What follows belongs to an exercise in optimizing a design on an open flow for small area; a production flow would make more cautious choices.
Function was not checked in any run shown here: the RTL went through the layout flow alone.
Power is estimated from default activity; no workload was simulated.

`run.sh`:
```
#!/bin/bash
# synth_recipe.tcl (not shown) runs the flow's synth.tcl, then flattens the netlist and writes it again
# the make line also repeats each setting of config.mk as NAME=value (left out here)
make -C /OpenROAD-flow-scripts/flow DESIGN_CONFIG=/design/flow/config.mk WORK_HOME=/design/flow/orfs CLKGATE_MAP_FILE= SYNTH_SCRIPT=/design/flow/synth_recipe.tcl finish
```
`config.mk`:
```
export PLATFORM = sky130hd
export DESIGN_NAME = pipeline_top
export DESIGN_NICKNAME = pipeline_top
export VERILOG_FILES = /design/flow/design.v
export SDC_FILE = /design/flow/constraint.sdc
export NUM_CORES = 4
export LEC_CHECK = 0
export ABC_AREA = 1
export CAP_MARGIN = 20
export CORE_MARGIN = 2
export CORE_UTILIZATION = 40
export SLEW_MARGIN = 20
```
`constraint.sdc`:
```
create_clock -name core_clock -period 5.0 [get_ports {clk}]
set_input_delay 1.0000 -clock core_clock [delete_from_list [all_inputs] [get_ports {clk}]]
set_output_delay 1.0000 -clock core_clock [all_outputs]
set_load 0.01 [all_outputs]
```
`design.v`:
```
`timescale 1ns / 1ps
module pipeline_top(
    input         clk,
    input         reset,
    output [8:0]  imem_addr,
    input  [31:0] imem_rdata,
    output [7:0]  dmem_addr,
    input  [63:0] dmem_rdata,
    output [63:0] dmem_wdata,
    output        dmem_we
    );
    reg [8:0] pc;
    always @(posedge clk or posedge reset)
        if (reset) pc <= 9'd0;
        else       pc <= pc + 9'd1;
    assign imem_addr = pc;
    wire [3:0] f_op    = imem_rdata[31:28];
    wire       f_load  = (f_op == 4'b1010);
    wire       f_store = (f_op == 4'b1011);
    wire       f_wreg  = ~(f_store | (f_op == 4'b1111));
    wire [1:0] f_dst   = f_load ? imem_rdata[27:26] : imem_rdata[23:22];
    reg       d_store, d_wreg;
    reg       d_load;
    reg [1:0] d_ra, d_dst;
    reg [7:0] d_addr;
    always @(posedge clk or posedge reset)
        if (reset) begin
            d_store <= 1'b0;
            d_wreg  <= 1'b0;
        end else begin
            d_store <= f_store;
            d_wreg  <= f_wreg;
        end
    always @(posedge clk) begin
        d_load <= f_load;
        d_ra   <= imem_rdata[27:26];
        d_dst  <= f_dst;
        d_addr <= imem_rdata[21:14];
    end
    reg [63:0] r0, r1, r2, r3;
    reg [3:0]  valid;
    wire [3:0] rsel;
    assign rsel[0] = valid[0] & (d_ra == 2'd0);
    assign rsel[1] = valid[1] & (d_ra == 2'd1);
    assign rsel[2] = valid[2] & (d_ra == 2'd2);
    assign rsel[3] = valid[3] & (d_ra == 2'd3);
    wire [63:0] rdata = ({64{rsel[0]}} & r0) | ({64{rsel[1]}} & r1) |
                        ({64{rsel[2]}} & r2) | ({64{rsel[3]}} & r3);
    reg        e_store, e_wreg;
    reg        e_load;
    reg [1:0]  e_dst;
    reg [7:0]  e_addr;
    reg [63:0] e_val;
    always @(posedge clk or posedge reset)
        if (reset) begin
            e_store <= 1'b0;
            e_wreg  <= 1'b0;
        end else begin
            e_store <= d_store;
            e_wreg  <= d_wreg;
        end
    always @(posedge clk) begin
        e_load <= d_load;
        e_dst  <= d_dst;
        e_addr <= d_addr;
        e_val  <= rdata;
    end
    reg        m_store, m_wreg;
    reg        m_load;
    reg [1:0]  m_dst;
    reg [7:0]  m_addr;
    reg [63:0] m_val;
    always @(posedge clk or posedge reset)
        if (reset) begin
            m_store <= 1'b0;
            m_wreg  <= 1'b0;
        end else begin
            m_store <= e_store;
            m_wreg  <= e_wreg;
        end
    always @(posedge clk) begin
        m_load <= e_load;
        m_dst  <= e_dst;
        m_addr <= e_addr;
        m_val  <= e_val;
    end
    assign dmem_we    = m_store;
    assign dmem_addr  = m_addr;
    assign dmem_wdata = m_val;
    reg        w_wreg;
    reg [1:0]  w_dst;
    reg [63:0] w_val;
    always @(posedge clk or posedge reset)
        if (reset) w_wreg <= 1'b0;
        else       w_wreg <= m_wreg;
    always @(posedge clk) begin
        w_dst <= m_dst;
        w_val <= m_load ? dmem_rdata : m_val;
    end
    wire [3:0] we;
    assign we[0] = w_wreg & (w_dst == 2'd0);
    assign we[1] = w_wreg & (w_dst == 2'd1);
    assign we[2] = w_wreg & (w_dst == 2'd2);
    assign we[3] = w_wreg & (w_dst == 2'd3);
    always @(posedge clk or posedge reset)
        if (reset) valid <= 4'b0;
        else       valid <= valid | we;
    always @(posedge clk) begin
        if (we[0]) r0 <= w_val;
        if (we[1]) r1 <= w_val;
        if (we[2]) r2 <= w_val;
        if (we[3]) r3 <= w_val;
    end
endmodule
```
==> results.py, run 1 <==
metrics = {
    "outcome": {
        "status": "no timing/DRC/antenna violations",
    },
    "synth": {
        "syn_area_sq_um": 16700,
        "synth_compound_area_frac": 0.000598,
        "yosysSeqAreaShare": 0.763,
        "muxShareOfSynthArea": 0.0430,
        "synth_top_area_share": 0.459,
        "synth-seq-cells": 505,
        "synth_fa_ha_area_frac": 0.000747,
        "synth_commonest_cells": "256 x edfxtp_1, 229 x dfxtp_1, 190 x inv_1",
        "syn_area_per_cell_sq_um": 12.7,
        "synth_top_family_by_area": "simple AND/OR/NAND/NOR gates",
        "synth_area_leader_cell": "edfxtp_1",
        "synth_edf_count": 256,
        "synth_most_common_cell": "edfxtp_1",
        "synth_xor_area_frac": 0.00157,
        "yosys_warnings": 1,
        "ys.flop_type": "edfxtp_1",
        "synth_area_leaders": "edfxtp_1 46%, dfxtp_1 27%, mux2_2 4.3%",
        "syn-num-nets": 1422,
        "yosys.area_share.simple": 0.132,
        "ys_types": 21,
        "synth_cells": 1323,
        "ys_async_sr_fraction": 0.0396,
    },
    "floorplanning": {
        "std_cell_rows": 74,
        "die_w_microns": 209,
        "design.core.area_sq_um": 41100,
        "start_util": 0.407,
        "pin_count": 180,
        "dieArea_sq_um": 43500,
        "dieHeight_microns": 209,
    },
    "sta": {
        "timing.slew.headroom": 0.291,
        "max_clock_freq_mhz": 388,
        "worst_slew_pin_slew_ns": 1.06,
        "skew_ns": 0.0154,
        "hold_viol": 0,
        "setup_slack_ns": 2.42,
        "grt_setup_unrepaired": "no",
        "period_minus_slack_ns": 2.58,
        "report.final.setup_viol": 0,
        "period_share": 0.515,
        "hold_slack_ns": 0.318,
        "setup-tns-final_ns": 0,
        "finalMaxSlewViolations": 0,
    },
    "critical_path": {
        "critical_path_class": "flop to output port",
        "cp_cell_sequence": "clkdlybuf4s50_1",
        "end_kind": "output port",
        "critical-path-top-delay-family": "buffers and inverters",
        "cp.arrival_ns": 1.58,
        "rr_startpoint": "d_ra[0]$_DFF_P_",
        "crit_cells": 1,
        "r2r-end": "e_val[51]$_DFF_P_",
        "reg2reg_slack_ns": 2.43,
        "start_kind": "flop",
        "cp_slowest_cell": "clkdlybuf4s50_1",
        "required_ns": 4.00,
        "max_stage_delay_ns": 0.57,
        "crit_buf_inv": 1,
        "crit_fanout": 5,
        "r2r_cells": 5,
    },
    "hold_path": {
        "hold_depth": 0,
        "min_path_type": "flop to flop",
        "holdPathEnd": "m_addr[1]$_DFF_P_",
        "min_from": "e_addr[1]$_DFF_P_",
    },
    "global_route": {
        "first_global_vias": 9742,
        "grt_max_degree": 66,
        "grt_use_total": 0.157,
        "antenna_found_initial": 0,
        "grt_remaining_overflow": 0,
        "grt_pass1_wl_mm": 53.1,
    },
    "placed_design": {
        "detailed_place_hpwl_mm": 17.9,
        "routabilityCongestion": 0.692,
        "dp_slack_ns": 2.37,
        "io_buffers": 163,
    },
    "route": {
        "vias": 9579,
        "drc": 0,
        "dr.pass1.iters": 5,
        "ant_nets": 0,
        "wirelength_mm": 34.0,
        "drt_iter0_drc": 610,
        "vias_per_cell": 4.64,
        "wire_per_inst_microns": 16.5,
    },
    "power": {
        "p_per_area_nw_per_um2": 455,
        "fin_total_pwr_mw": 9.39,
        "vdd_drop_max_uv": 272,
        "leakage_nw": 8.50,
    },
    "clock_network": {
        "cts_tree": "built",
        "cts_buffers": 51,
        "h-tree-depth": 2,
        "cts_num_sinks": 505,
        "clk_pin_slew_worst_paths_ns": 0.06,
        "cts_hold_buffers": 0,
        "cts_root_buffer": "clkbuf_16",
        "cts_setup_buffers": 0,
        "cts-resized-gates": 0,
        "cts_buffer_depth": 3,
        "worstSkewPairLatency_ns": 0.58,
    },
    "final_layout": {
        "syn_to_final_growth_pct": 23.3,
        "nFillCells": 3529,
        "multi_input_area_sq_um": 3040,
        "post-route-util": 0.502,
        "nNetsFinal": 1589,
        "regArea_sq_um": 12800,
        "drive_gt1_frac": 0.117,
    },
    "flow_run": {
        "cap_violations": 0,
    },
}
[report_power, final]
group / leakage, nW / total (mW) / internal [mW] / switching [mW]
sequential: 4.57 / 4.95 / 4.78 / 0.167
combinational: 3.08 / 0.583 / 0.283 / 0.300
clock: 0.849 / 3.86 / 2.31 / 1.55
[worst max path at each step]
stage                         to        startpoint  slack, ns
2_1_floorplan    r0[0]$_DFFE_PP_  w_wreg$_DFF_PP0_       1.41
3_3_place_gp   e_val[35]$_DFF_P_   d_ra[0]$_DFF_P_       2.39
3_5_place_dp   e_val[41]$_DFF_P_   d_ra[0]$_DFF_P_       2.37
4_1_cts        e_val[45]$_DFF_P_   d_ra[0]$_DFF_P_       2.35
5_1_grt        e_val[56]$_DFF_P_   d_ra[0]$_DFF_P_       2.14
6_report            imem_addr[4]   pc[4]$_DFF_PP0_       2.42
[cell usage in the layout (no fill, tap or decap), drive strengths merged]
master and n:
xor2 2, buf 12, clkbuf 62, nand4 96, dfrtp 20, edfxtp 256, nand3b 2, mux2 64
bufinv 6, dfxtp 229, or2 4, clkinv 18, clkdlybuf4s50 163, diode 1, ha 1, nand2 167
nand3 70, o21ai 2, nor2 158, clkinvlp 4, inv 194, xnor2 1
[metal layers]
metal | track usage | part of all wire
met5 | 0 | 0
met4 | 0.0623 | 0.025
met3 | 0.0299 | 0.053
met2 | 0.259 | 0.47
met1 | 0.205 | 0.45
[cell families after synthesis]
family                     after synthesis
DFF                                    505
and+or+nand+nor                        497
xor gates and xnor gates                 3
adders and majority gates                1
buffers and inverters                  251
muxes                                   64
AOI/OAI and AO/OA                        2
[final cells by class]
class                           instances  area share
Antenna cell                            1    0.000121
Inverter                              190      0.0345
Tap cell                              532      0.0322
Timing Repair Buffer                  175      0.0833
Sequential cell                       505       0.619
Clock buffer                           62      0.0678
Multi-Input combinational cell        567       0.147
Clock inverter                         32      0.0161
[metrics by stage]
step | cells | instance area, sq um
finish | 2064 | 20700
CTS | 2063 | 20700
floorplan | 1323 | 16700
detailed placement | 1969 | 18900
global placement | 1969 | 18900
global route | 2063 | 20700
[sequential cells by signal, indices dropped and copies added (netlist names), 2 cells and up]
signal  flops
r2         64
w_val      64
e_dst       2
d_addr      8
d_ra        2
m_addr      8
e_addr      8
pc          9
m_dst       2
d_dst       2
m_val      64
valid       4
e_val      64
r0         64
r3         64
r1         64
w_dst       2
==> inputs of run 2 (changes only) <==
--- a/config.mk
+++ b/config.mk
@@ -5,8 +5,8 @@
 export SDC_FILE = /design/flow/constraint.sdc
 export NUM_CORES = 4
 export LEC_CHECK = 0
-export ABC_AREA = 1
 export CAP_MARGIN = 20
 export CORE_MARGIN = 2
 export CORE_UTILIZATION = 40
+export CTS_BUF_LIST = sky130_fd_sc_hd__clkbuf_4
 export SLEW_MARGIN = 20
==> run 2 against run 1 <==
Against the previous run: non-clock buffer count did not move; clock skew rose by 0.020 ns; total power fell by 6.3%; clock-buffer cell count rose by 143; sequential power barely moved; cell count fell by 18%; hold slack barely moved; combinational power fell by 13%; clock power fell by 13%; core utilization rose by 0.49 points; critical path depth rose by 4; largest power group unchanged.
==> results.py, run 2 <==
metrics = {
    "outcome": {
        "status": "no timing/DRC/antenna violations",
    },
    "floorplanning": {
        "start_util": 0.405,
        "design.core.area_sq_um": 37700,
        "die_w_microns": 199,
        "dieArea_sq_um": 39800,
        "pin_count": 180,
        "dieHeight_microns": 199,
        "std_cell_rows": 71,
    },
    "critical_path": {
        "required_ns": 5.66,
        "start_kind": "flop",
        "critical_path_class": "flop to flop",
        "cp.arrival_ns": 3.49,
        "end_kind": "flop",
        "crit_fanout": 38,
    },
    "power": {
        "fin_total_pwr_mw": 8.80,
        "p_sw_mw": 1.89,
        "pwr-share-seq": 0.559,
        "leakage_nw": 7.05,
        "swShare": 0.215,
        "p_per_area_nw_per_um2": 461,
        "clkPwrFrac": 0.383,
        "p_comb_frac": 0.058,
        "p_int_mw": 6.91,
        "vdd_drop_max_uv": 203,
    },
    "sta": {
        "hold_slack_ns": 0.319,
        "finalMaxSlewViolations": 0,
        "report.final.setup_viol": 0,
        "skew_ns": 0.0351,
        "period_minus_slack_ns": 2.84,
        "setup-tns-final_ns": 0,
        "hold_viol": 0,
        "grt_setup_unrepaired": "no",
        "max_clock_freq_mhz": 353,
        "worst_slew_pin_slew_ns": 1.09,
        "period_share": 0.567,
        "timing.slew.headroom": 0.276,
    },
    "final_layout": {
        "final_common_cell": "edfxtp_1",
        "nFillCells": 3247,
        "nNetsFinal": 1185,
        "final_cell_mix": "256 x edfxtp_1, 228 x dfxtp_1, 205 x clkbuf_4",
        "syn_to_final_growth_pct": 25.2,
        "drive_gt1_frac": 0.254,
    },
    "hold_path": {
        "min_path_type": "flop to flop",
    },
    "synth": {
        "syn-num-nets": 930,
        "synth_area_leaders": "edfxtp_1 50%, dfxtp_1 30%, mux2_2 4.9%",
        "syn_area_per_cell_sq_um": 18.4,
        "synth_area_leader_cell": "edfxtp_1",
        "synth_fa_ha_area_frac": 0.000819,
        "synth_most_common_cell": "edfxtp_1",
        "synth_commonest_cells": "256 x edfxtp_1, 229 x dfxtp_1, 98 x a22oi_1",
        "muxShareOfSynthArea": 0.0487,
        "synth_xor_area_frac": 0.00402,
        "syn_area_sq_um": 15300,
        "synth_top_family_by_area": "compound AO/OA/AOI/OAI gates",
        "synth-seq-cells": 505,
        "yosys_warnings": 1,
        "ys_async_sr_fraction": 0.0396,
        "synth_top_area_share": 0.503,
        "yosysSeqAreaShare": 0.837,
        "yosys.area_share.simple": 0.0118,
        "synth_edf_count": 256,
        "ys.flop_type": "edfxtp_1",
        "synth_compound_area_frac": 0.0827,
        "ys_types": 31,
        "synth_cells": 831,
    },
    "route": {
        "vias_per_cell": 4.66,
        "vias": 7918,
        "wirelength_mm": 29.6,
        "wire_per_inst_microns": 17.4,
        "drc": 0,
        "dr.pass1.iters": 5,
        "drt_iter0_drc": 417,
        "ant_nets": 0,
    },
    "clock_network": {
        "h-tree-depth": 3,
        "clk_pin_slew_worst_paths_ns": 0.07,
        "cts-resized-gates": 0,
        "cts_setup_buffers": 0,
        "cts_buffers": 119,
        "cts_root_buffer": "clkbuf_4",
        "cts_num_sinks": 505,
        "cts_tree": "built",
        "cts_buffer_depth": 3,
        "cts_hold_buffers": 0,
        "worstSkewPairLatency_ns": 0.77,
    },
    "global_route": {
        "grt_remaining_overflow": 0,
        "grt_pass1_wl_mm": 45.6,
        "grt_max_degree": 66,
        "first_global_vias": 8207,
        "grt_use_total": 0.152,
        "antenna_found_initial": 1,
    },
    "placed_design": {
        "io_buffers": 163,
        "routabilityCongestion": 0.654,
        "detailed_place_hpwl_mm": 15.6,
    },
    "flow_run": {
        "cap_violations": 0,
    },
}
[run 2: path summary, 6_finish.rpt]
path | cells past startpoint | startpoint | slack (ns) | endpoint
max | 5 | d_ra[1]$_DFF_P_ | 2.16 | e_val[22]$_DFF_P_
min | 0 | e_val[5]$_DFF_P_ | 0.32 | m_val[5]$_DFF_P_
max reg2reg | 5 | d_ra[1]$_DFF_P_ | 2.16 | e_val[22]$_DFF_P_
min reg2reg | 0 | e_val[5]$_DFF_P_ | 0.32 | m_val[5]$_DFF_P_
max in group asynchronous | 2 | reset | 3.79 | pc[1]$_DFF_PP0_
min in group asynchronous | 2 | reset | 0.69 | valid[3]$_DFF_PP0_
[run 2: layout make-up]
class	instances	area, sq um	area share
Inverter	3	11.3	0.000589
Timing Repair Buffer	175	1750	0.0914
Multi-Input combinational cell	282	2310	0.121
Clock inverter	16	88.8	0.00465
Sequential cell	505	12800	0.668
Antenna cell	1	2.50	0.000131
Tap cell	511	639	0.0335
Clock buffer	205	1540	0.0805
[run 2: kinds of logic (layout without fill, tap and decap cells)]
family	Yosys count	in the layout
AO/OA/AOI/OAI	177	177
flip-flops	505	505
adder cells (fa/ha/maj)	1	1
other	0	1
XOR/XNOR	7	7
buffers and inverters	44	399
multiplexers	66	66
AND/OR/NAND/NOR	31	31
[run 2: stage by stage]
step | util | instances | setup slack (ns) | cell area [sq um]
finish | 0.507 | 1698 | 2.16 | 19100
global route | 0.507 | 1698 | 1.86 | 19100
CTS | 0.507 | 1697 | 2.06 | 19100
detailed placement | 0.464 | 1476 | 2.08 | 17500
global placement | 0.464 | 1475 | 2.11 | 17500
floorplan | - | 831 | 1.39 | 15300
[run 2: power groups by stage]
stage	sequential, mW	combinational [mW]	clock (mW)
after floorplan	4.99	0.214	0
after global placement	5.00	0.515	0
after detailed placement	5.01	0.517	0
after CTS	4.92	0.522	3.51
after global routing	4.96	0.554	3.73
final	4.92	0.510	3.37
[run 2: metal layers]
metal | track usage | vias up | wire, microns
li1 | - | 3769 | -
met1 | 0.204 | 3867 | 13600
met2 | 0.231 | 229 | 13600
met3 | 0.0474 | 53 | 1810
met4 | 0.0620 | 0 | 585
met5 | 0 | - | 0
[run 2: worst max-delay path, cell delays in order, from the launching register on]
cell     delay (ns)
dfxtp_1        0.72
buf_4          0.36
and3b_2        0.85
buf_4          0.50
a22oi_1        0.14
o21ai_0        0.13
==> inputs of run 3 (changes only) <==
--- a/config.mk
+++ b/config.mk
@@ -9,4 +9,6 @@
 export CORE_MARGIN = 2
 export CORE_UTILIZATION = 40
 export CTS_BUF_LIST = sky130_fd_sc_hd__clkbuf_4
+export CTS_CLUSTER_DIAMETER = 50
+export CTS_CLUSTER_SIZE = 10
 export SLEW_MARGIN = 20
==> run 3 against run 2 <==
Against the previous run: clock power shrank 35%; cell count shrank 6.8%; wire length shrank 2.5%; first-iteration DRC count grew 5.0%; register-to-register slack lost 0.02 ns.
==> results.py, run 3 <==
metrics = {
    "outcome": {
        "status": "no timing/DRC/antenna violations",
    },
    "synth": {
        "synth_most_common_cell": "edfxtp_1",
        "synth_top_area_share": 0.503,
        "synth_area_leader_cell": "edfxtp_1",
        "synth_edf_count": 256,
        "yosysSeqAreaShare": 0.837,
        "syn_area_per_cell_sq_um": 18.4,
        "synth_cells": 831,
        "synth_area_leaders": "edfxtp_1 50%, dfxtp_1 30%, mux2_2 4.9%",
        "ys_async_sr_fraction": 0.0396,
        "synth_commonest_cells": "256 x edfxtp_1, 229 x dfxtp_1, 98 x a22oi_1",
        "syn-num-nets": 930,
        "syn_area_sq_um": 15300,
        "ys.flop_type": "edfxtp_1",
        "yosys_warnings": 1,
        "ys_types": 31,
        "synth-seq-cells": 505,
    },
    "route": {
        "vias_per_cell": 4.73,
        "drt_iter0_drc": 438,
        "drc": 0,
        "dr.pass1.iters": 5,
        "wirelength_mm": 28.8,
        "ant_nets": 0,
        "wire_per_inst_microns": 18.2,
        "vias": 7483,
    },
    "critical_path": {
        "crit_start": "d_ra[1]$_DFF_P_",
        "start_kind": "flop",
        "rr_startpoint": "d_ra[1]$_DFF_P_",
        "end_kind": "flop",
        "cp.arrival_ns": 3.54,
        "reg2reg_slack_ns": 2.14,
        "required_ns": 5.68,
        "critical_path_class": "flop to flop",
        "crit_fanout": 38,
    },
    "final_layout": {
        "drive_gt1_frac": 0.181,
        "nNetsFinal": 1124,
        "final_common_cell": "edfxtp_1",
        "nFillCells": 3246,
        "final_cells": 1583,
        "final_cell_mix": "256 x edfxtp_1, 228 x dfxtp_1, 163 x clkdlybuf4s50_1",
        "syn_to_final_growth_pct": 19.9,
    },
    "power": {
        "fin_total_pwr_mw": 7.61,
        "p_per_area_nw_per_um2": 416,
        "vdd_drop_max_uv": 192,
        "leakage_nw": 6.55,
    },
    "clock_network": {
        "cts-resized-gates": 0,
        "cts_tree": "built",
        "h-tree-depth": 2,
        "worstSkewPairLatency_ns": 0.78,
        "cts_buffers": 57,
        "cts_root_buffer": "clkbuf_4",
        "cts_buffer_depth": 3,
        "cts_setup_buffers": 0,
        "cts_num_sinks": 505,
        "cts_hold_buffers": 0,
        "clk_pin_slew_worst_paths_ns": 0.12,
    },
    "floorplanning": {
        "pin_count": 180,
        "design.core.area_sq_um": 37700,
        "die_w_microns": 199,
        "dieArea_sq_um": 39800,
        "dieHeight_microns": 199,
        "std_cell_rows": 71,
        "start_util": 0.405,
    },
    "sta": {
        "skew_ns": 0.0344,
        "worst_slew_pin_slew_ns": 0.991,
        "timing.slew.headroom": 0.339,
        "finalMaxSlewViolations": 0,
        "max_clock_freq_mhz": 350,
        "period_share": 0.572,
        "setup_slack_ns": 2.14,
        "period_minus_slack_ns": 2.86,
        "report.final.setup_viol": 0,
        "setup-tns-final_ns": 0,
        "hold_viol": 0,
        "grt_setup_unrepaired": "no",
    },
    "placed_design": {
        "routabilityCongestion": 0.654,
        "io_buffers": 163,
        "dp_slack_ns": 2.08,
        "detailed_place_hpwl_mm": 15.6,
        "dpl.cell_count": 1476,
    },
    "hold_path": {
        "min_from": "e_val[5]$_DFF_P_",
        "min_path_type": "flop to flop",
    },
    "global_route": {
        "antenna_found_initial": 1,
        "grt_remaining_overflow": 0,
        "grt_max_degree": 66,
        "grt_use_total": 0.148,
        "first_global_vias": 7610,
        "grt_pass1_wl_mm": 44.3,
    },
    "flow_run": {
        "cap_violations": 0,
    },
}
==> run 3: cells by family (layout without fill, tap and decap cells) <==
kind of cell,count (synthesis),in the layout,synth area share
AOI/OAI and AO/OA,177,177,0.0827
xor gates and xnor gates,7,7,0.00402
adders and majority gates,1,1,0.000819
buffers and inverters,44,284,0.0155
DFF,505,505,0.837
muxes,66,66,0.0487
other,0,1,0
and+or+nand+nor,31,31,0.0118
==> run 3: metal layers <==
metal,vias to the layer above,track usage,share of wire
met4,0,0.0450,0.017
met3,45,0.0419,0.066
met2,207,0.225,0.45
li1,3583,-,-
met1,3648,0.208,0.47
met5,-,0,0
==> run 3: worst max-delay path: stages, from the launching register on <==
cell	delay, ns
dfxtp_1	0.74
buf_4	0.35
and3b_2	0.86
buf_4	0.50
a22oi_1	0.15
o21ai_0	0.13
==> run 3: final timing paths <==
kind	to	cells past startpoint
setup / recovery	e_val[16]$_DFF_P_	5
hold / removal	m_val[5]$_DFF_P_	0
setup reg to reg	e_val[16]$_DFF_P_	5
hold reg to reg	m_val[5]$_DFF_P_	0
max in group asynchronous	w_wreg$_DFF_PP0_	2
min in group asynchronous	valid[2]$_DFF_PP0_	2
==> run 3: power breakdown <==
part | internal (mW) | switching (mW) | total, mW
combinational | 0.276 | 0.236 | 0.512
clock | 0.928 | 1.26 | 2.19
sequential | 4.75 | 0.161 | 4.91
==> run 3: metrics by stage <==
stage / instance area (sq um) / hold WS [ns] / util
4_1_cts: 18300 / 0.312 / 0.485
5_1_grt: 18300 / 0.301 / 0.486
2_1_floorplan: 15300 / 0.310 / -
3_3_place_gp: 17500 / 0.310 / 0.464
6_report: 18300 / 0.313 / 0.486
3_5_place_dp: 17500 / 0.312 / 0.464
==> run 3: area by class of cell <==
cell class	count	area, sq um	area share
Sequential cell	505	12800	0.698
Timing Repair Buffer	176	1770	0.0970
Tap cell	511	639	0.0349
Clock buffer	98	736	0.0402
Clock inverter	7	52.6	0.00287
Multi-Input combinational cell	282	2310	0.126
Antenna cell	1	2.50	0.000137
Inverter	3	11.3	0.000615
==> inputs of run 4 (changes only) <==
--- a/config.mk
+++ b/config.mk
@@ -8,7 +8,5 @@
 export CAP_MARGIN = 20
 export CORE_MARGIN = 2
 export CORE_UTILIZATION = 40
-export CTS_BUF_LIST = sky130_fd_sc_hd__clkbuf_4
-export CTS_CLUSTER_DIAMETER = 50
-export CTS_CLUSTER_SIZE = 10
+export CTS_BUF_LIST = sky130_fd_sc_hd__clkbuf_8
 export SLEW_MARGIN = 20
==> run 4 against run 3 <==
Against the previous run: still clean; global-route usage increased by 0.23 points; via count is 2.0% higher; hold slack improved by 0.0023 ns; final area up 4.7%; synthesized area is the same; clock skew fell by 0.018 ns; critical path type unchanged; largest power group unchanged.
==> results.py, run 4 <==
metrics = {
    "sta": {
        "period_minus_slack_ns": 2.84,
        "grt_setup_unrepaired": "no",
        "period_share": 0.568,
        "report.final.setup_viol": 0,
        "hold_slack_ns": 0.316,
        "finalMaxSlewViolations": 0,
        "hold_viol": 0,
        "worst_slew_pin_slew_ns": 1.11,
        "timing.slew.headroom": 0.260,
        "max_clock_freq_mhz": 352,
        "skew_ns": 0.0159,
        "setup-tns-final_ns": 0,
    },
    "outcome": {
        "status": "no timing/DRC/antenna violations",
    },
    "clock_network": {
        "cts_tree": "built",
        "cts_hold_buffers": 0,
        "cts_num_sinks": 505,
        "cts_setup_buffers": 0,
        "cts-resized-gates": 0,
        "clk_pin_slew_worst_paths_ns": 0.06,
        "worstSkewPairLatency_ns": 0.60,
        "cts_buffers": 78,
        "cts_buffer_depth": 3,
        "h-tree-depth": 3,
        "cts_root_buffer": "clkbuf_8",
    },
    "power": {
        "p_int_mw": 7.06,
        "p_comb_frac": 0.057,
        "clkPwrFrac": 0.394,
        "vdd_drop_max_uv": 238,
        "leakage_nw": 7.01,
        "swShare": 0.213,
        "p_per_area_nw_per_um2": 468,
        "p_sw_mw": 1.91,
        "pwr-share-seq": 0.549,
    },
    "final_layout": {
        "syn_to_final_growth_pct": 25.5,
        "diodes": 0,
        "nNetsFinal": 1144,
        "multi_input_area_sq_um": 2310,
        "regArea_sq_um": 12800,
        "nFillCells": 3184,
        "drive_gt1_frac": 0.191,
        "final_cells": 1622,
        "final_cell_mix": "256 x edfxtp_1, 228 x dfxtp_1, 163 x clkdlybuf4s50_1",
        "final_common_cell": "edfxtp_1",
    },
    "route": {
        "vias_per_cell": 4.71,
        "wirelength_mm": 29.5,
        "wire_per_inst_microns": 18.2,
        "vias": 7635,
        "dr.pass1.iters": 5,
        "drt_iter0_drc": 470,
        "drc": 0,
        "ant_nets": 0,
    },
    "synth": {
        "synth_edf_count": 256,
        "synth_area_leader_cell": "edfxtp_1",
        "ys_types": 31,
        "yosys_warnings": 1,
        "syn-num-nets": 930,
        "synth_most_common_cell": "edfxtp_1",
        "syn_area_per_cell_sq_um": 18.4,
        "synth_top_area_share": 0.503,
        "synth_cells": 831,
        "synth_commonest_cells": "256 x edfxtp_1, 229 x dfxtp_1, 98 x a22oi_1",
        "ys_async_sr_fraction": 0.0396,
        "synth_area_leaders": "edfxtp_1 50%, dfxtp_1 30%, mux2_2 4.9%",
        "yosysSeqAreaShare": 0.837,
        "ys.flop_type": "edfxtp_1",
        "syn_area_sq_um": 15300,
        "synth-seq-cells": 505,
    },
    "placed_design": {
        "routabilityCongestion": 0.654,
        "dpl.cell_count": 1476,
        "io_buffers": 163,
        "detailed_place_hpwl_mm": 15.6,
    },
    "global_route": {
        "antenna_found_initial": 0,
        "grt_remaining_overflow": 0,
        "grt_pass1_wl_mm": 44.8,
        "first_global_vias": 7872,
        "grt_use_total": 0.151,
        "grt_max_degree": 66,
    },
    "critical_path": {
        "required_ns": 5.52,
        "crit_fanout": 38,
        "end_kind": "flop",
        "rr_startpoint": "d_ra[1]$_DFF_P_",
        "critical_path_class": "flop to flop",
        "cp.arrival_ns": 3.36,
        "start_kind": "flop",
        "crit_start": "d_ra[1]$_DFF_P_",
    },
    "flow_run": {
        "cap_violations": 0,
    },
    "floorplanning": {
        "start_util": 0.405,
        "die_w_microns": 199,
        "std_cell_rows": 71,
        "dieArea_sq_um": 39800,
        "design.core.area_sq_um": 37700,
        "pin_count": 180,
        "dieHeight_microns": 199,
    },
    "hold_path": {
        "min_path_type": "flop to flop",
        "min_from": "e_val[5]$_DFF_P_",
    },
}
[run 4: metrics by stage]
stage	setup slack, ns	utilization	power [mW]	area, sq um
after floorplan	1.39	-	5.20	15300
after global placement	2.11	0.464	5.52	17500
after detailed placement	2.08	0.464	5.53	17500
after CTS	2.08	0.509	9.10	19200
after global routing	1.88	0.509	9.34	19200
final	2.16	0.509	8.97	19200
[run 4: worst paths after layout]
| check | cells after the start | slack (ns) | end |
|---|---|---|---|
| max in group asynchronous | 2 | 3.66 | w_wreg$_DFF_PP0_ |
| min in group asynchronous | 2 | 0.85 | d_store$_DFF_PP0_ |
| hold / removal | 0 | 0.32 | m_val[5]$_DFF_P_ |
| setup / recovery | 5 | 2.16 | e_val[34]$_DFF_P_ |
| hold reg to reg | 0 | 0.32 | m_val[5]$_DFF_P_ |
| setup reg to reg | 5 | 2.16 | e_val[34]$_DFF_P_ |
[run 4: power by group through the flow]
stage / clock network, mW / logic [mW] / registers (mW)
global placement: 0 / 0.515 / 5.00
detailed placement: 0 / 0.517 / 5.01
global route: 3.83 / 0.556 / 4.96
CTS: 3.65 / 0.522 / 4.93
floorplan: 0 / 0.214 / 4.99
finish: 3.53 / 0.511 / 4.92
[run 4: layout make-up]
type,count,share of cell area
clock inverter,49,0.0181
sequential,505,0.667
clock buffer,97,0.0697
tap,511,0.0334
multi-input combinational,282,0.120
timing repair buffer,175,0.0911
inverter,3,0.000588
[run 4: worst max-delay path, stage by stage (launching register included)]
cell and delay [ns]:
dfxtp_1 0.71, buf_4 0.36, and3b_2 0.86, buf_4 0.51, a22oi_1 0.16, o21ai_1 0.12
[run 4: cell families after synthesis]
kind of cell             synth area share
AND/OR/NAND/NOR                    0.0118
multiplexers                       0.0487
AO/OA/AOI/OAI                      0.0827
adder cells (fa/ha/maj)          0.000819
flip-flops                          0.837
XOR/XNOR                          0.00402
buffers and inverters              0.0155
[run 4: layer usage]
metal  up-vias  share of wire  track usage
li1       3609              -            -
met1      3729           0.47        0.207
met2       230           0.45        0.230
met3        67          0.062       0.0419
met4         0          0.023       0.0529
met5         -              0            0
==> inputs of run 5 (changes only) <==
--- a/config.mk
+++ b/config.mk
@@ -9,4 +9,6 @@
 export CORE_MARGIN = 2
 export CORE_UTILIZATION = 40
 export CTS_BUF_LIST = sky130_fd_sc_hd__clkbuf_8
+export CTS_CLUSTER_DIAMETER = 50
+export CTS_CLUSTER_SIZE = 18
 export SLEW_MARGIN = 20
==> run 5 against run 4 <==
Against the previous run: worst setup slack worse by 0.041 ns; combinational power about the same; cell count down 4.2%; highest routed layer unchanged; synthesized cell count unchanged; critical path depth unchanged; critical path type unchanged; via count down 2.5%; first-iteration DRC count up 5.7%; wire length down 2.2%; total power down 13%; largest cell class unchanged.
==> results.py, run 5 <==
metrics = {
    "sta": {
        "max_clock_freq_mhz": 347,
        "finalMaxSlewViolations": 0,
        "timing.slew.headroom": 0.279,
        "setup-tns-final_ns": 0,
        "worst_slew_pin_slew_ns": 1.08,
        "period_minus_slack_ns": 2.88,
        "period_share": 0.576,
        "grt_setup_unrepaired": "no",
        "report.final.setup_viol": 0,
        "skew_ns": 0.0295,
        "hold_slack_ns": 0.323,
        "hold_viol": 0,
    },
    "clock_network": {
        "h-tree-depth": 2,
        "cts-resized-gates": 0,
        "cts_setup_buffers": 0,
        "cts_hold_buffers": 0,
        "cts_root_buffer": "clkbuf_8",
        "cts_buffer_depth": 3,
        "clk_pin_slew_worst_paths_ns": 0.10,
        "cts_tree": "built",
        "cts_buffers": 42,
        "worstSkewPairLatency_ns": 0.59,
        "cts_num_sinks": 505,
    },
    "synth": {
        "syn_area_sq_um": 15300,
        "synth_top_area_share": 0.503,
        "yosysSeqAreaShare": 0.837,
        "syn-num-nets": 930,
        "synth_most_common_cell": "edfxtp_1",
        "synth_commonest_cells": "256 x edfxtp_1, 229 x dfxtp_1, 98 x a22oi_1",
        "synth_edf_count": 256,
        "syn_area_per_cell_sq_um": 18.4,
        "synth_cells": 831,
        "ys_types": 31,
        "yosys_warnings": 1,
        "ys.flop_type": "edfxtp_1",
        "synth-seq-cells": 505,
        "synth_area_leaders": "edfxtp_1 50%, dfxtp_1 30%, mux2_2 4.9%",
        "synth_area_leader_cell": "edfxtp_1",
        "ys_async_sr_fraction": 0.0396,
    },
    "floorplanning": {
        "dieHeight_microns": 199,
        "std_cell_rows": 71,
        "dieArea_sq_um": 39800,
        "start_util": 0.405,
        "die_w_microns": 199,
        "design.core.area_sq_um": 37700,
        "pin_count": 180,
    },
    "power": {
        "p_per_area_nw_per_um2": 423,
        "leakage_nw": 6.53,
        "vdd_drop_max_uv": 266,
    },
    "global_route": {
        "first_global_vias": 7511,
        "antenna_found_initial": 1,
        "grt_max_degree": 66,
        "grt_use_total": 0.145,
        "grt_remaining_overflow": 0,
        "grt_pass1_wl_mm": 43.6,
    },
    "final_layout": {
        "final_cell_mix": "256 x edfxtp_1, 228 x dfxtp_1, 163 x clkdlybuf4s50_1",
        "regArea_sq_um": 12800,
        "nNetsFinal": 1108,
        "multi_input_area_sq_um": 2310,
        "nFillCells": 3232,
        "diodes": 0,
        "drive_gt1_frac": 0.155,
        "syn_to_final_growth_pct": 20.3,
        "final_common_cell": "edfxtp_1",
    },
    "route": {
        "ant_nets": 0,
        "drt_iter0_drc": 497,
        "vias": 7445,
        "dr.pass1.iters": 5,
        "vias_per_cell": 4.79,
        "wire_per_inst_microns": 18.5,
        "wirelength_mm": 28.8,
        "drc": 0,
    },
    "critical_path": {
        "cp.arrival_ns": 3.37,
        "reg2reg_slack_ns": 2.12,
        "critical_path_class": "flop to flop",
        "start_kind": "flop",
        "crit_fanout": 38,
        "end_kind": "flop",
        "required_ns": 5.49,
    },
    "outcome": {
        "status": "no timing/DRC/antenna violations",
    },
    "placed_design": {
        "detailed_place_hpwl_mm": 15.6,
        "io_buffers": 163,
        "routabilityCongestion": 0.654,
    },
    "flow_run": {
        "cap_violations": 0,
    },
    "hold_path": {
        "min_path_type": "flop to flop",
    },
}
-- run 5: cell count changes in the layout (fill, tap and decap cells not counted), sizes merged --
cell and change:
clkinv -11, bufinv -4, inv -2, clkinvlp +2, clkbuf -53
-- run 5: logic make-up (layout without fill, tap and decap cells) --
| family | after synthesis | after routing | share of synthesized area |
|---|---|---|---|
| AND/OR/NAND/NOR | 31 | 31 | 0.0118 |
| AO/OA/AOI/OAI | 177 | 177 | 0.0827 |
| adder cells (fa/ha/maj) | 1 | 1 | 0.000819 |
| multiplexers | 66 | 66 | 0.0487 |
| XOR/XNOR | 7 | 7 | 0.00402 |
| flip-flops | 505 | 505 | 0.837 |
| buffers and inverters | 44 | 256 | 0.0155 |
-- run 5: path summary, 6_finish.rpt --
| kind | startpoint | endpoint | depth (start not counted) |
|---|---|---|---|
| min reg2reg | e_load$_DFF_P_ | m_load$_DFF_P_ | 0 |
| min | e_load$_DFF_P_ | m_load$_DFF_P_ | 0 |
| max | d_ra[1]$_DFF_P_ | e_val[16]$_DFF_P_ | 5 |
| max in group asynchronous | reset | valid[3]$_DFF_PP0_ | 2 |
| min in group asynchronous | reset | pc[3]$_DFF_PP0_ | 2 |
| max reg2reg | d_ra[1]$_DFF_P_ | e_val[16]$_DFF_P_ | 5 |
-- run 5: report_power, final --
part           total (mW)  switching, mW  internal [mW]  leakage, nW
Combinational       0.510          0.237          0.273         1.49
Clock                2.34           1.40          0.947        0.469
Sequential           4.92          0.162           4.75         4.57
Total                7.77           1.79           5.97         6.53
-- run 5: through the flow --
stage / setup WS, ns / util / power [mW] / instance area (sq um) / instances
after floorplan: 1.39 / - / 5.20 / 15300 / 831
after global placement: 2.11 / 0.464 / 5.52 / 17500 / 1475
after detailed placement: 2.08 / 0.464 / 5.53 / 17500 / 1476
after CTS: 2.07 / 0.488 / 7.88 / 18400 / 1554
after global routing: 1.89 / 0.488 / 8.10 / 18400 / 1554
final: 2.12 / 0.488 / 7.77 / 18400 / 1554
-- run 5: area by class of cell --
type                            count  share of cell area
Tap cell                          511              0.0348
Inverter                            3            0.000613
Sequential cell                   505               0.696
Timing Repair Buffer              175              0.0951
Clock inverter                     34              0.0153
Clock buffer                       44              0.0330
Multi-Input combinational cell    282               0.126
-- run 5: worst max-delay path, stage by stage, from the launching register on --
cell and delay, ns:
dfxtp_1 0.75, buf_4 0.36, and3b_2 0.86, buf_4 0.51
a22oi_1 0.15, o21ai_0 0.13
-- run 5: metal layers --
metal,share of wire,vias up,track usage,routed length [microns]
met3,0.065,47,0.0285,1870
li1,-,3520,-,-
met2,0.45,225,0.226,13100
met5,0,-,0,0
met1,0.46,3653,0.207,13400
met4,0.018,0,0.0409,513
==> inputs of run 6 (changes only) <==
--- a/config.mk
+++ b/config.mk
@@ -8,7 +8,6 @@
 export CAP_MARGIN = 20
 export CORE_MARGIN = 2
 export CORE_UTILIZATION = 40
-export CTS_BUF_LIST = sky130_fd_sc_hd__clkbuf_8
-export CTS_CLUSTER_DIAMETER = 50
-export CTS_CLUSTER_SIZE = 18
+export CTS_CLUSTER_DIAMETER = 60
+export CTS_CLUSTER_SIZE = 25
 export SLEW_MARGIN = 20
==> run 6 against run 5 <==
Against the previous run: total power grew 8.9%; first-iteration DRC count shrank 7.0%; worst setup slack gained 0.027 ns; cell count shrank 1.1%; hold slack lost 0.0068 ns; wire length shrank 1.4%; critical path depth is the same; clock power grew about 30%; synthesized cell count is the same; synthesized area is the same; largest power group unchanged.
==> results.py, run 6 <==
metrics = {
    "synth": {
        "synth_xor_area_frac": 0.00402,
        "yosys.area_share.simple": 0.0118,
        "synth-seq-cells": 505,
        "yosysSeqAreaShare": 0.837,
        "synth_edf_count": 256,
        "synth_area_leader_cell": "edfxtp_1",
        "synth_area_leaders": "edfxtp_1 50%, dfxtp_1 30%, mux2_2 4.9%",
        "syn_area_per_cell_sq_um": 18.4,
        "synth_fa_ha_area_frac": 0.000819,
        "syn_area_sq_um": 15300,
        "synth_compound_area_frac": 0.0827,
        "ys.flop_type": "edfxtp_1",
        "synth_most_common_cell": "edfxtp_1",
        "ys_types": 31,
        "yosys_warnings": 1,
        "muxShareOfSynthArea": 0.0487,
        "syn-num-nets": 930,
        "synth_top_area_share": 0.503,
        "synth_top_family_by_area": "compound AO/OA/AOI/OAI gates",
        "synth_commonest_cells": "256 x edfxtp_1, 229 x dfxtp_1, 98 x a22oi_1",
        "synth_cells": 831,
        "ys_async_sr_fraction": 0.0396,
    },
    "sta": {
        "hold_slack_ns": 0.317,
        "setup-tns-final_ns": 0,
        "finalMaxSlewViolations": 0,
        "hold_viol": 0,
        "grt_setup_unrepaired": "no",
        "period_share": 0.571,
        "report.final.setup_viol": 0,
        "skew_ns": 0.0245,
        "worst_slew_pin_slew_ns": 1.09,
        "timing.slew.headroom": 0.272,
        "max_clock_freq_mhz": 350,
        "period_minus_slack_ns": 2.85,
    },
    "floorplanning": {
        "pin_count": 180,
        "die_w_microns": 199,
        "std_cell_rows": 71,
        "dieArea_sq_um": 39800,
        "design.core.area_sq_um": 37700,
        "start_util": 0.405,
        "dieHeight_microns": 199,
    },
    "outcome": {
        "status": "no timing/DRC/antenna violations",
    },
    "global_route": {
        "grt_pass1_wl_mm": 43.5,
        "grt_max_degree": 66,
        "antenna_found_initial": 0,
        "grt_use_total": 0.144,
        "first_global_vias": 7433,
        "grt_remaining_overflow": 0,
    },
    "critical_path": {
        "end_kind": "flop",
        "crit_top_cell": "buf_4",
        "required_ns": 5.44,
        "critical_path_class": "flop to flop",
        "crit_start": "d_ra[1]$_DFF_P_",
        "r2r-end": "e_val[16]$_DFF_P_",
        "reg2reg_slack_ns": 2.15,
        "cp_slowest_cell": "and3b_2",
        "cp.arrival_ns": 3.29,
        "r2r_cells": 5,
        "start_kind": "flop",
        "rr_startpoint": "d_ra[1]$_DFF_P_",
        "crit_path_end": "e_val[16]$_DFF_P_",
        "max_stage_delay_ns": 0.86,
        "crit_fanout": 38,
        "cp_cell_sequence": "buf_4, and3b_2, buf_4, a22oi_1, o21ai_0",
    },
    "placed_design": {
        "routabilityCongestion": 0.654,
        "dpl.cell_count": 1476,
        "postPlaceCellArea_sq_um": 17500,
        "io_buffers": 163,
        "detailed_place_hpwl_mm": 15.6,
    },
    "final_layout": {
        "final_common_cell": "edfxtp_1",
        "fin_area_sq_um": 18700,
        "drive_gt1_frac": 0.146,
        "post-route-util": 0.498,
        "syn_to_final_growth_pct": 22.7,
        "final_cells": 1537,
        "diodes": 0,
        "nNetsFinal": 1100,
        "final_cell_mix": "256 x edfxtp_1, 228 x dfxtp_1, 163 x clkdlybuf4s50_1",
    },
    "route": {
        "drt_iter0_drc": 462,
        "dr.pass1.iters": 4,
        "wire_per_inst_microns": 18.5,
        "drc": 0,
        "vias": 7363,
        "ant_nets": 0,
        "wirelength_mm": 28.4,
        "vias_per_cell": 4.79,
    },
    "clock_network": {
        "clk_pin_slew_worst_paths_ns": 0.09,
        "cts_buffer_depth": 3,
        "cts-resized-gates": 0,
        "h-tree-depth": 2,
        "cts_buffers": 34,
        "worstSkewPairLatency_ns": 0.53,
        "cts_setup_buffers": 0,
        "cts_root_buffer": "clkbuf_16",
        "cts_tree": "built",
        "cts_num_sinks": 505,
        "cts_hold_buffers": 0,
    },
    "flow_run": {
        "cap_violations": 0,
    },
    "power": {
        "p_per_area_nw_per_um2": 452,
        "vdd_drop_max_uv": 333,
        "leakage_nw": 6.67,
    },
    "hold_path": {
        "min_path_type": "flop to flop",
    },
}
[run 6: cell types whose count changed in the layout (fill, tap and decap cells not counted), moves of 3 or more]
| cell | previous run | this run |
|---|---|---|
| clkbuf_1 | 0 | 3 |
| clkbuf_16 | 0 | 39 |
| clkbuf_8 | 44 | 2 |
| clkinv_2 | 3 | 0 |
| clkinv_4 | 6 | 1 |
| clkinv_8 | 1 | 5 |
| clkinvlp_4 | 4 | 0 |
| inv_1 | 10 | 3 |
[run 6: power breakdown]
group | leakage [nW] | switching [mW] | total [mW] | internal [mW]
Clock | 0.613 | 1.46 | 3.04 | 1.58
Combinational | 1.49 | 0.236 | 0.509 | 0.273
Sequential | 4.57 | 0.161 | 4.91 | 4.75
Total | 6.67 | 1.86 | 8.46 | 6.60
[run 6: cell type report]
type                       count  area (sq um)
fill                        3189         18900
sequential                   505         12800
multi-input combinational    282          2310
timing repair buffer         175          1750
clock buffer                  44          1010
tap                          511           639
clock inverter                17           243
inverter                       3          11.3
[run 6: cells by family after synthesis]
family / count (synthesis)
AOI/OAI and AO/OA: 177
adders and majority gates: 1
muxes: 66
DFF: 505
xor gates and xnor gates: 7
buffers and inverters: 44
and+or+nand+nor: 31
[run 6: worst min path at each step]
stage	from	to	slack (ns)	cells after the start
2_1_floorplan	d_addr[0]$_DFF_P_	e_addr[0]$_DFF_P_	0.31	0
3_3_place_gp	e_load$_DFF_P_	m_load$_DFF_P_	0.31	0
3_5_place_dp	e_val[52]$_DFF_P_	m_val[52]$_DFF_P_	0.31	0
4_1_cts	d_addr[7]$_DFF_P_	e_addr[7]$_DFF_P_	0.32	0
5_1_grt	e_val[20]$_DFF_P_	m_val[20]$_DFF_P_	0.32	0
6_report	d_addr[7]$_DFF_P_	e_addr[7]$_DFF_P_	0.32	0
[run 6: critical path, delay by kind of cell, from the launching register on]
kind / cells / cell delay [ns]
simple gates: 1 / 0.86
buf+inv: 2 / 0.88
flops: 1 / 0.74
compound gates: 2 / 0.27
[run 6: metrics by stage]
step / total power, mW / setup WS (ns)
2_1_floorplan: 5.20 / 1.39
3_3_place_gp: 5.52 / 2.11
3_5_place_dp: 5.53 / 2.08
4_1_cts: 8.57 / 2.08
5_1_grt: 8.80 / 1.91
6_report: 8.46 / 2.15
[run 6: per-layer routing]
layer  wire length [microns]  vias to the layer above  track usage
li1                        -                     3499            -
met1                   13200                     3627        0.206
met2                   13000                      199        0.226
met3                    1580                       38       0.0270
met4                     544                        0       0.0398
met5                       0                        -            0
==> inputs of run 7 (changes only) <==
--- a/design.v
+++ b/design.v
@@ -106,9 +106,9 @@
         if (reset) valid <= 4'b0;
         else       valid <= valid | we;
     always @(posedge clk) begin
-        if (we[0]) r0 <= w_val;
-        if (we[1]) r1 <= w_val;
-        if (we[2]) r2 <= w_val;
-        if (we[3]) r3 <= w_val;
+        r0 <= ({64{we[0]}} & w_val) | ({64{~we[0]}} & r0);
+        r1 <= ({64{we[1]}} & w_val) | ({64{~we[1]}} & r1);
+        r2 <= ({64{we[2]}} & w_val) | ({64{~we[2]}} & r2);
+        r3 <= ({64{we[3]}} & w_val) | ({64{~we[3]}} & r3);
     end
 endmodule
--- a/config.mk
+++ b/config.mk
@@ -8,6 +8,4 @@
 export CAP_MARGIN = 20
 export CORE_MARGIN = 2
 export CORE_UTILIZATION = 40
-export CTS_CLUSTER_DIAMETER = 60
-export CTS_CLUSTER_SIZE = 25
 export SLEW_MARGIN = 20
==> run 7 against run 6 <==
Against the previous run: still clean; clock skew down 0.0069 ns; wire length up 3.6%; clock-buffer cell count up 23; synthesized area about the same; combinational power about the same; worst setup slack better by 0.29 ns; critical path depth down 4; synthesized cell count unchanged; first-iteration DRC count down 31%; critical endpoint is now dmem_wdata[63]; highest routed layer unchanged.
==> results.py, run 7 <==
metrics = {
    "outcome": {
        "status": "no timing/DRC/antenna violations",
    },
    "route": {
        "dr.pass1.iters": 5,
        "wirelength_mm": 29.4,
        "ant_nets": 0,
        "drt_iter0_drc": 320,
        "drc": 0,
        "wire_per_inst_microns": 18.8,
        "vias": 7404,
        "vias_per_cell": 4.73,
    },
    "synth": {
        "synth_top_area_share": 0.504,
        "synth_area_leaders": "edfxtp_1 50%, dfxtp_1 30%, mux2_2 4.9%",
        "synth_xor_area_frac": 0.00402,
        "synth_edf_count": 256,
        "synth_most_common_cell": "edfxtp_1",
        "synth_commonest_cells": "256 x edfxtp_1, 229 x dfxtp_1, 98 x a22oi_1",
        "yosys.area_share.simple": 0.0116,
        "syn-num-nets": 930,
        "muxShareOfSynthArea": 0.0487,
        "syn_area_sq_um": 15300,
        "synth_top_family_by_area": "compound AO/OA/AOI/OAI gates",
        "synth_fa_ha_area_frac": 0.000820,
        "yosys_warnings": 1,
        "synth_cells": 831,
        "ys_types": 33,
        "synth-seq-cells": 505,
        "yosysSeqAreaShare": 0.837,
        "ys.flop_type": "edfxtp_1",
        "synth_compound_area_frac": 0.0827,
        "syn_area_per_cell_sq_um": 18.4,
        "ys_async_sr_fraction": 0.0396,
        "synth_area_leader_cell": "edfxtp_1",
    },
    "flow_run": {
        "cap_violations": 0,
    },
    "clock_network": {
        "cts_buffer_depth": 3,
        "cts-resized-gates": 0,
        "cts_root_buffer": "clkbuf_16",
        "clk_pin_slew_worst_paths_ns": 0.06,
        "cts_buffers": 49,
        "cts_num_sinks": 505,
        "h-tree-depth": 2,
        "cts_tree": "built",
        "worstSkewPairLatency_ns": 0.58,
        "cts_setup_buffers": 0,
        "cts_hold_buffers": 0,
    },
    "critical_path": {
        "critical_path_class": "flop to output port",
        "crit_path_end": "dmem_wdata[63]",
        "crit_cells": 1,
        "crit_start": "m_val[63]$_DFF_P_",
        "rr_startpoint": "d_ra[1]$_DFF_P_",
        "r2r_cells": 4,
        "crit_fanout": 2,
        "cp.arrival_ns": 1.57,
        "critical-path-top-delay-family": "buffers and inverters",
        "max_stage_delay_ns": 0.57,
        "start_kind": "flop",
        "cp_cell_sequence": "clkdlybuf4s50_1",
        "reg2reg_slack_ns": 2.56,
        "crit_buf_inv": 1,
        "end_kind": "output port",
        "required_ns": 4.00,
        "cp_slowest_cell": "clkdlybuf4s50_1",
        "r2r-end": "e_val[13]$_DFF_P_",
    },
    "sta": {
        "period_minus_slack_ns": 2.57,
        "max_clock_freq_mhz": 389,
        "setup_slack_ns": 2.43,
        "timing.slew.headroom": 0.283,
        "hold_viol": 0,
        "finalMaxSlewViolations": 0,
        "grt_setup_unrepaired": "no",
        "worst_slew_pin_slew_ns": 1.08,
        "period_share": 0.514,
        "report.final.setup_viol": 0,
        "setup-tns-final_ns": 0,
        "skew_ns": 0.0176,
    },
    "final_layout": {
        "drive_gt1_frac": 0.163,
        "syn_to_final_growth_pct": 25.0,
        "final_cell_mix": "256 x edfxtp_1, 227 x dfxtp_1, 163 x clkdlybuf4s50_1",
        "diodes": 0,
        "regArea_sq_um": 12800,
        "final_common_cell": "edfxtp_1",
        "multi_input_area_sq_um": 2310,
        "nNetsFinal": 1114,
        "nFillCells": 3098,
    },
    "floorplanning": {
        "start_util": 0.406,
        "std_cell_rows": 71,
        "pin_count": 180,
        "die_w_microns": 199,
        "dieArea_sq_um": 39700,
        "design.core.area_sq_um": 37600,
        "dieHeight_microns": 199,
    },
    "power": {
        "vdd_drop_max_uv": 265,
        "p_per_area_nw_per_um2": 474,
        "leakage_nw": 6.86,
    },
    "global_route": {
        "first_global_vias": 7700,
        "grt_pass1_wl_mm": 44.4,
        "grt_remaining_overflow": 0,
        "antenna_found_initial": 0,
        "grt_use_total": 0.151,
        "grt_max_degree": 66,
    },
    "placed_design": {
        "dp_slack_ns": 2.49,
        "detailed_place_hpwl_mm": 16.0,
        "io_buffers": 163,
        "routabilityCongestion": 0.657,
    },
    "hold_path": {
        "min_path_type": "flop to flop",
    },
}
run 7: cell type report:
cell class | instances | share of cell area
Multi-Input combinational cell | 282 | 0.121
Timing Repair Buffer | 174 | 0.0905
Clock buffer | 67 | 0.0737
Tap cell | 511 | 0.0335
Inverter | 3 | 0.000590
Sequential cell | 505 | 0.670
Clock inverter | 24 | 0.0109
run 7: where the power goes:
part	switching, mW	internal [mW]	leakage (nW)
Clock	1.51	2.09	0.806
Sequential	0.160	4.76	4.57
Combinational	0.238	0.271	1.48
run 7: layer usage:
layer  wire length [microns]  vias up  track usage
li1                        -     3545            -
met1                   13500     3664        0.205
met2                   13900      164        0.240
met3                    1670       31       0.0414
met4                     446        0       0.0381
met5                       0        -            0
run 7: how the worst min path moves through the flow:
stage / start / to / slack, ns / depth (start not counted)
2_1_floorplan: d_addr[0]$_DFF_P_ / e_addr[0]$_DFF_P_ / 0.31 / 0
6_report: e_load$_DFF_P_ / m_load$_DFF_P_ / 0.32 / 0
4_1_cts: e_val[0]$_DFF_P_ / m_val[0]$_DFF_P_ / 0.33 / 0
5_1_grt: d_dst[0]$_DFF_P_ / e_dst[0]$_DFF_P_ / 0.33 / 0
3_3_place_gp: e_load$_DFF_P_ / m_load$_DFF_P_ / 0.31 / 0
3_5_place_dp: e_addr[4]$_DFF_P_ / m_addr[4]$_DFF_P_ / 0.31 / 0
run 7: kinds of logic (layout without fill, tap and decap cells):
logic type      count (synthesis)  in the layout
flops                         505            505
simple gates                   31             31
mux                            66             66
xor+xnor                        7              7
fa+ha+maj                       1              1
compound gates                177            177
buf+inv                        44            268
run 7: through the flow:
| step | hold WS [ns] | power [mW] | instances | util | instance area, sq um |
|---|---|---|---|---|---|
| finish | 0.325 | 9.03 | 1566 | 0.508 | 19100 |
| global route | 0.328 | 9.39 | 1566 | 0.508 | 19100 |
| CTS | 0.326 | 9.16 | 1566 | 0.508 | 19100 |
| detailed placement | 0.312 | 5.53 | 1475 | 0.465 | 17500 |
| global placement | 0.309 | 5.52 | 1475 | 0.465 | 17500 |
| floorplan | 0.310 | 5.20 | 831 | - | 15300 |
==> inputs of run 8 (changes only) <==
--- a/config.mk
+++ b/config.mk
@@ -5,6 +5,7 @@
 export SDC_FILE = /design/flow/constraint.sdc
 export NUM_CORES = 4
 export LEC_CHECK = 0
+export ABC_AREA = 1
 export CAP_MARGIN = 20
 export CORE_MARGIN = 2
 export CORE_UTILIZATION = 40
==> run 8 against run 7 <==
Against the previous run: still clean on timing, DRC and antenna; final area increased by 7.7%; synthesized cell count increased by 59%; total power increased by 1.4%; register-to-register slack got worse by 0.45 ns; via count increased by 30%; sequential power increased by 0.8%; synthesized area increased by 10%; fmax decreased by 11%; cell count increased by 32%; critical path depth increased by 4; core utilization decreased by 1.6 points; largest power group unchanged.
==> results.py, run 8 <==
metrics = {
    "final_layout": {
        "final_cells": 2065,
        "nNetsFinal": 1583,
        "syn_to_final_growth_pct": 22.1,
        "drive_gt1_frac": 0.108,
        "final_common_cell": "edfxtp_1",
        "final_cell_mix": "256 x edfxtp_1, 226 x dfxtp_1, 188 x inv_1",
        "diodes": 0,
        "fin_area_sq_um": 20500,
        "post-route-util": 0.492,
    },
    "clock_network": {
        "cts_hold_buffers": 0,
        "cts-resized-gates": 0,
        "cts_tree": "built",
        "h-tree-depth": 2,
        "cts_num_sinks": 505,
        "cts_setup_buffers": 0,
        "cts_buffer_depth": 3,
        "clk_pin_slew_worst_paths_ns": 0.06,
        "worstSkewPairLatency_ns": 0.57,
        "cts_buffers": 50,
        "cts_root_buffer": "clkbuf_16",
    },
    "synth": {
        "synth_most_common_cell": "edfxtp_1",
        "ys.flop_type": "edfxtp_1",
        "muxShareOfSynthArea": 0.0428,
        "ys_async_sr_fraction": 0.0396,
        "synth_edf_count": 256,
        "synth_top_area_share": 0.457,
        "yosysSeqAreaShare": 0.759,
        "syn_area_sq_um": 16800,
        "syn_area_per_cell_sq_um": 12.7,
        "synth_xor_area_frac": 0.00156,
        "syn-num-nets": 1422,
        "ys_types": 24,
        "yosys.area_share.simple": 0.133,
        "synth_compound_area_frac": 0.000595,
        "synth_area_leaders": "edfxtp_1 46%, dfxtp_1 27%, mux2_2 4.3%",
        "synth_top_family_by_area": "simple AND/OR/NAND/NOR gates",
        "synth_cells": 1323,
        "synth_fa_ha_area_frac": 0.000744,
        "synth_commonest_cells": "256 x edfxtp_1, 229 x dfxtp_1, 189 x inv_1",
        "yosys_warnings": 1,
        "synth_area_leader_cell": "edfxtp_1",
        "synth-seq-cells": 505,
    },
    "critical_path": {
        "critical_path_class": "flop to flop",
        "start_kind": "flop",
        "crit_buf_inv": 1,
        "crit_top_cell": "nor2_1",
        "crit_fanout": 57,
        "cp_slowest_cell": "nand3_2",
        "max_stage_delay_ns": 0.92,
        "rr_startpoint": "d_ra[1]$_DFF_P_",
        "critical-path-top-delay-family": "simple AND/OR/NAND/NOR gates",
        "required_ns": 5.51,
        "cp.arrival_ns": 3.41,
        "end_kind": "flop",
        "reg2reg_slack_ns": 2.11,
        "cp_cell_sequence": "inv_2, nand3_2, nor2_1, nor2_1, nand2_1",
        "r2r-end": "e_val[60]$_DFF_P_",
        "r2r_cells": 5,
    },
    "flow_run": {
        "cap_violations": 0,
    },
    "placed_design": {
        "postPlaceCellArea_sq_um": 18900,
        "dp_slack_ns": 2.02,
        "detailed_place_hpwl_mm": 17.9,
        "io_buffers": 163,
        "dpl.cell_count": 1971,
        "routabilityCongestion": 0.690,
    },
    "sta": {
        "setup_slack_ns": 2.11,
        "worst_slew_pin_slew_ns": 1.10,
        "setup-tns-final_ns": 0,
        "finalMaxSlewViolations": 0,
        "max_clock_freq_mhz": 345,
        "hold_viol": 0,
        "grt_setup_unrepaired": "no",
        "report.final.setup_viol": 0,
        "skew_ns": 0.00931,
        "timing.slew.headroom": 0.270,
        "period_share": 0.579,
        "period_minus_slack_ns": 2.89,
    },
    "outcome": {
        "status": "no timing/DRC/antenna violations",
    },
    "global_route": {
        "antenna_found_initial": 0,
        "grt_pass1_wl_mm": 54.5,
        "grt_use_total": 0.161,
        "grt_max_degree": 66,
        "grt_remaining_overflow": 0,
        "first_global_vias": 9890,
    },
    "hold_path": {
        "min_from": "e_val[15]$_DFF_P_",
        "holdPathEnd": "m_val[15]$_DFF_P_",
        "min_path_type": "flop to flop",
        "hold_depth": 0,
    },
    "route": {
        "dr.pass1.iters": 7,
        "drc": 0,
        "ant_nets": 0,
        "wirelength_mm": 34.9,
        "vias_per_cell": 4.66,
        "drt_iter0_drc": 544,
        "wire_per_inst_microns": 16.9,
        "vias": 9631,
    },
    "power": {
        "leakage_nw": 8.44,
        "vdd_drop_max_uv": 263,
        "p_per_area_nw_per_um2": 446,
    },
    "floorplanning": {
        "start_util": 0.403,
        "pin_count": 180,
        "die_w_microns": 209,
        "dieHeight_microns": 209,
        "design.core.area_sq_um": 41800,
        "dieArea_sq_um": 43700,
        "std_cell_rows": 75,
    },
}
-- run 8: final cells by class --
cell class / instances / area, sq um
fillers: 3576 / 21200
flip-flops and latches: 505 / 12800
multi-input cells: 567 / 3060
repair buffers: 170 / 1700
clock buffers: 84 / 1570
inverters: 190 / 713
well taps: 539 / 674
clock inverters: 10 / 51.3
-- run 8: through the flow --
stage	power [mW]	hold slack, ns
2_1_floorplan	5.29	0.310
3_3_place_gp	5.61	0.310
3_5_place_dp	5.63	0.312
4_1_cts	9.27	0.323
5_1_grt	9.53	0.330
6_report	9.16	0.324
-- run 8: how the worst max path moves through the flow --
stage | startpoint | end | slack (ns) | cells after the start
floorplan | w_wreg$_DFF_PP0_ | flop | 1.42 | 2
global placement | d_ra[1]$_DFF_P_ | e_val[6]$_DFF_P_ | 2.11 | 5
detailed placement | d_ra[1]$_DFF_P_ | e_val[60]$_DFF_P_ | 2.02 | 5
CTS | d_ra[1]$_DFF_P_ | e_val[60]$_DFF_P_ | 2.01 | 5
global route | d_ra[1]$_DFF_P_ | e_val[46]$_DFF_P_ | 1.87 | 5
finish | d_ra[1]$_DFF_P_ | e_val[60]$_DFF_P_ | 2.11 | 5
-- run 8: cells by family after synthesis --
| logic type | after synthesis |
|---|---|
| DFF | 505 |
| and+or+nand+nor | 497 |
| buffers and inverters | 251 |
| muxes | 64 |
| xor gates and xnor gates | 3 |
| AOI/OAI and AO/OA | 2 |
| adders and majority gates | 1 |
-- run 8: per-layer routing --
| metal | track usage | vias up | wire length (microns) |
|---|---|---|---|
| li1 | - | 4708 | - |
| met1 | 0.208 | 4671 | 15600 |
| met2 | 0.278 | 214 | 17200 |
| met3 | 0.0278 | 38 | 1540 |
| met4 | 0.0505 | 0 | 604 |
| met5 | 0 | - | 0 |
-- run 8: where the power goes --
part           total, mW  switching (mW)  leakage, nW  internal, mW
sequential          4.96           0.182         4.57          4.78
clock               3.62            1.49        0.797          2.13
combinational      0.576           0.292         3.07         0.284

[static timing again, ports no longer ideal]
The results above use ideal ports. As a check the final layouts listed here were re-extracted and re-timed, cells and wires unchanged. Step 1, drivers: a clkbuf_16 drives clk and a buf_2 each remaining input, both assumed. Step 2 adds t to the input delays and takes it off the output delays; t is the mean of the earliest and latest rising clock arrival at the registers after step 1. Input paths then give back, and output paths get back, about the clock's delay inside the block. Slacks: no drivers / after step 1 / after step 2; pairs: no drivers / after step 1.
run	t (ns)	setup WS [ns]	hold WS [ns]	worst setup path at the end	pins driven straight from the clock port
run 1	0.625	2.423 / 2.370 / 2.430	0.318 / 0.318 / 0.318	register to register	1
run 2	0.805	2.164 / 2.164 / 2.164	0.319 / 0.319 / 0.319	register to register	1
run 3	0.814	2.141 / 2.141 / 2.141	0.313 / 0.313 / 0.313	register to register	1
run 4	0.639	2.159 / 2.159 / 2.159	0.316 / 0.316 / 0.316	register to register	1
run 5	0.622	2.119 / 2.119 / 2.119	0.323 / 0.323 / 0.323	register to register	1
run 6	0.570	2.146 / 2.146 / 2.146	0.317 / 0.317 / 0.317	register to register	1
run 7	0.624	2.431 / 2.381 / 2.559	0.325 / 0.325 / 0.325	register to register	1
run 8	0.617	2.105 / 2.105 / 2.105	0.324 / 0.324 / 0.324	register to register	1
After both steps every run listed still meets setup and hold.
